Background: an optimization exercise with open tools, aiming at small area and a short achievable clock period. Do not read the settings as production practice. Power figures rest on the tool's default switching activity, not on a simulated workload.

// mult_man
module mult_man (
  input clk, input rstn, input data_rdy,
  input [16:0] mult1_signed, input [16:0] mult2_signed,
  output [31:0] res, output [33:0] res_signed, output res_rdy, output [32:0] res_final);
For scale: about 1,800 cells after synthesis, roughly 320 flip-flops, roughly 140 I/O pins.
clock: 4.5 ns
lec_check: 0
abc_clock_period_in_ps: 2000
cap_margin: 20
core_margin: 2
core_utilization: 40
slew_margin: 20
run.sh (not shown) runs the stock make flow with config.mk's settings and CLKGATE_MAP_FILE= SYNTH_SCRIPT=/design/flow/synth_recipe.tcl, a recipe that flattens the netlist after the stock synthesis.
The baseline finished with timing, DRC and antenna clean.
Then changed:
--- a/flow/design.v
+++ b/flow/design.v
@@ -982,29 +982,60 @@
   reg p3_col28_1; always @(posedge clk) p3_col28_1 <= s417;
   reg p3_col29_0; always @(posedge clk) p3_col29_0 <= c418;
   reg p3_col29_1; always @(posedge clk) p3_col29_1 <= s419;
   reg p3_col30_0; always @(posedge clk) p3_col30_0 <= p2_col30_0;
   reg p3_col30_1; always @(posedge clk) p3_col30_1 <= c420;
   reg p3_n_0; always @(posedge clk) p3_n_0 <= p2_n_0;
   reg v3; always @(posedge clk or negedge rstn) if (!rstn) v3 <= 1'b0; else v3 <= v2;
   wire [31:0] cx = {1'b0,p3_col30_0,p3_col29_0,p3_col28_0,p3_col27_0,p3_col26_0,p3_col25_0,p3_col24_0,p3_col23_0,p3_col22_0,p3_col21_0,p3_col20_0,p3_col19_0,p3_col18_0,p3_col17_0,p3_col16_0,p3_col15_0,p3_col14_0,p3_col13_0,p3_col12_0,p3_col11_0,p3_col10_0,p3_col9_0,p3_col8_0,p3_col7_0,p3_col6_0,p3_col5_0,p3_col4_0,p3_col3_0,p3_col2_0,p3_col1_0,p3_col0_0};
   wire [31:0] cy = {1'b0,p3_col30_1,p3_col29_1,p3_col28_1,p3_col27_1,p3_col26_1,p3_col25_1,p3_col24_1,p3_col23_1,p3_col22_1,p3_col21_1,p3_col20_1,p3_col19_1,p3_col18_1,p3_col17_1,p3_col16_1,p3_col15_1,p3_col14_1,p3_col13_1,p3_col12_1,p3_col11_1,p3_col10_1,p3_col9_1,p3_col8_1,p3_col7_1,p3_col6_1,p3_col5_1,p3_col4_1,p3_col3_1,p3_col2_1,p3_col1_1,1'b0};
   wire [31:0] prod = cx + cy;
-  wire [31:0] pf = {prod[31],prod[30],prod[29],prod[28],prod[27],prod[26],prod[25],prod[24],prod[23],prod[22],prod[21],prod[20],prod[19],prod[18],prod[17],prod[16],prod[15],prod[14],prod[13],prod[12],prod[11],prod[10],prod[9],prod[8],prod[7],prod[6],prod[5],prod[4],prod[3],prod[2],prod[1],prod[0]};
-  wire nf = p3_n_0;
-  wire vf = v3;
-  wire [31:0] zt = cx ^ cy;
-  wire [31:0] zo = {cx[30:0] | cy[30:0], 1'b0};
-  wire [31:0] ze = ~(zt ^ zo);
+  reg p4_p_0; always @(posedge clk) p4_p_0 <= prod[0];
+  reg p4_p_1; always @(posedge clk) p4_p_1 <= prod[1];
+  reg p4_p_2; always @(posedge clk) p4_p_2 <= prod[2];
+  reg p4_p_3; always @(posedge clk) p4_p_3 <= prod[3];
+  reg p4_p_4; always @(posedge clk) p4_p_4 <= prod[4];
+  reg p4_p_5; always @(posedge clk) p4_p_5 <= prod[5];
+  reg p4_p_6; always @(posedge clk) p4_p_6 <= prod[6];
+  reg p4_p_7; always @(posedge clk) p4_p_7 <= prod[7];
+  reg p4_p_8; always @(posedge clk) p4_p_8 <= prod[8];
+  reg p4_p_9; always @(posedge clk) p4_p_9 <= prod[9];
+  reg p4_p_10; always @(posedge clk) p4_p_10 <= prod[10];
+  reg p4_p_11; always @(posedge clk) p4_p_11 <= prod[11];
+  reg p4_p_12; always @(posedge clk) p4_p_12 <= prod[12];
+  reg p4_p_13; always @(posedge clk) p4_p_13 <= prod[13];
+  reg p4_p_14; always @(posedge clk) p4_p_14 <= prod[14];
+  reg p4_p_15; always @(posedge clk) p4_p_15 <= prod[15];
+  reg p4_p_16; always @(posedge clk) p4_p_16 <= prod[16];
+  reg p4_p_17; always @(posedge clk) p4_p_17 <= prod[17];
+  reg p4_p_18; always @(posedge clk) p4_p_18 <= prod[18];
+  reg p4_p_19; always @(posedge clk) p4_p_19 <= prod[19];
+  reg p4_p_20; always @(posedge clk) p4_p_20 <= prod[20];
+  reg p4_p_21; always @(posedge clk) p4_p_21 <= prod[21];
+  reg p4_p_22; always @(posedge clk) p4_p_22 <= prod[22];
+  reg p4_p_23; always @(posedge clk) p4_p_23 <= prod[23];
+  reg p4_p_24; always @(posedge clk) p4_p_24 <= prod[24];
+  reg p4_p_25; always @(posedge clk) p4_p_25 <= prod[25];
+  reg p4_p_26; always @(posedge clk) p4_p_26 <= prod[26];
+  reg p4_p_27; always @(posedge clk) p4_p_27 <= prod[27];
+  reg p4_p_28; always @(posedge clk) p4_p_28 <= prod[28];
+  reg p4_p_29; always @(posedge clk) p4_p_29 <= prod[29];
+  reg p4_p_30; always @(posedge clk) p4_p_30 <= prod[30];
+  reg p4_p_31; always @(posedge clk) p4_p_31 <= prod[31];
+  reg p4_n_0; always @(posedge clk) p4_n_0 <= p3_n_0;
+  reg v4; always @(posedge clk or negedge rstn) if (!rstn) v4 <= 1'b0; else v4 <= v3;
+  wire [31:0] pf = {p4_p_31,p4_p_30,p4_p_29,p4_p_28,p4_p_27,p4_p_26,p4_p_25,p4_p_24,p4_p_23,p4_p_22,p4_p_21,p4_p_20,p4_p_19,p4_p_18,p4_p_17,p4_p_16,p4_p_15,p4_p_14,p4_p_13,p4_p_12,p4_p_11,p4_p_10,p4_p_9,p4_p_8,p4_p_7,p4_p_6,p4_p_5,p4_p_4,p4_p_3,p4_p_2,p4_p_1,p4_p_0};
+  wire nf = p4_n_0;
+  wire vf = v4;
   wire [31:0] nzp;
   assign nzp[0] = 1'b0;
   genvar gi; generate for (gi = 1; gi < 32; gi = gi + 1) begin : g_nz
-    assign nzp[gi] = ~&ze[gi-1:0];
+    assign nzp[gi] = |pf[gi-1:0];
   end endgenerate
   wire [33:0] sgn = {nf, nf, pf ^ ({32{nf}} & nzp)};
   reg [31:0] r_q; reg [33:0] rs_q; reg rdy_q;
   always @(posedge clk or negedge rstn)
     if (!rstn) begin r_q <= 32'd0; rs_q <= 34'd0; rdy_q <= 1'b0; end
     else begin rdy_q <= vf; r_q <= vf ? pf : 32'd0; rs_q <= vf ? sgn : 34'd0; end
   assign res = r_q; assign res_signed = rs_q; assign res_rdy = rdy_q;
   assign res_final = {1'b0, r_q};
 endmodule
- worst setup slack improved by 0.34 ns
- hold slack improved by 0.014 ns
- wire length decreases by 6.4%
- global-route usage decreases by 0.62 points
- core utilization increases by 0.42 points
- cell area decreases by 1.3%
- die area decreases by 1.7%
- sequential power increases by 12%
- via count decreases by 2.7%
- critical path depth decreases by 3
- cell count decreases by 3.5%
Function was not checked in any run of this note: the RTL went through the layout flow alone.

separate check: timing with driven ports:
Ports are ideal in the flow. The routed layouts listed here were re-timed in OpenROAD.
Step 1 (the two cells are an assumption about what drives the block):
set clk [get_ports {clk}]
set_driving_cell -lib_cell sky130_fd_sc_hd__clkbuf_16 $clk
set_driving_cell -lib_cell sky130_fd_sc_hd__buf_2 [delete_from_list [all_inputs] $clk]
Step 2 adds t to the input delays and takes it off the output delays; t is the mean of the earliest and latest rising clock arrival at the registers after step 1. Input paths then give back, and output paths get back, about the clock's delay inside the block.
a / b / c = ideal ports / drivers / drivers and shift; a / b = the first two.
run | t (ns) | setup WS [ns] | worst hold slack (ns) | worst setup path after step 2 | cell pins on the clock port's net
the first run | 0.583 | 1.324 / 1.324 / 1.229 | 0.312 / 0.312 / 0.312 | input to register | 1
the second run | 0.575 | 1.664 / 1.664 / 1.508 | 0.326 / 0.326 / 0.326 | input to register | 1
After both steps setup and hold are still met in every run listed. For the second run, which loses most, drivers alone change the setup slack by 0.000 ns; drivers and shift together by -0.156 ns.
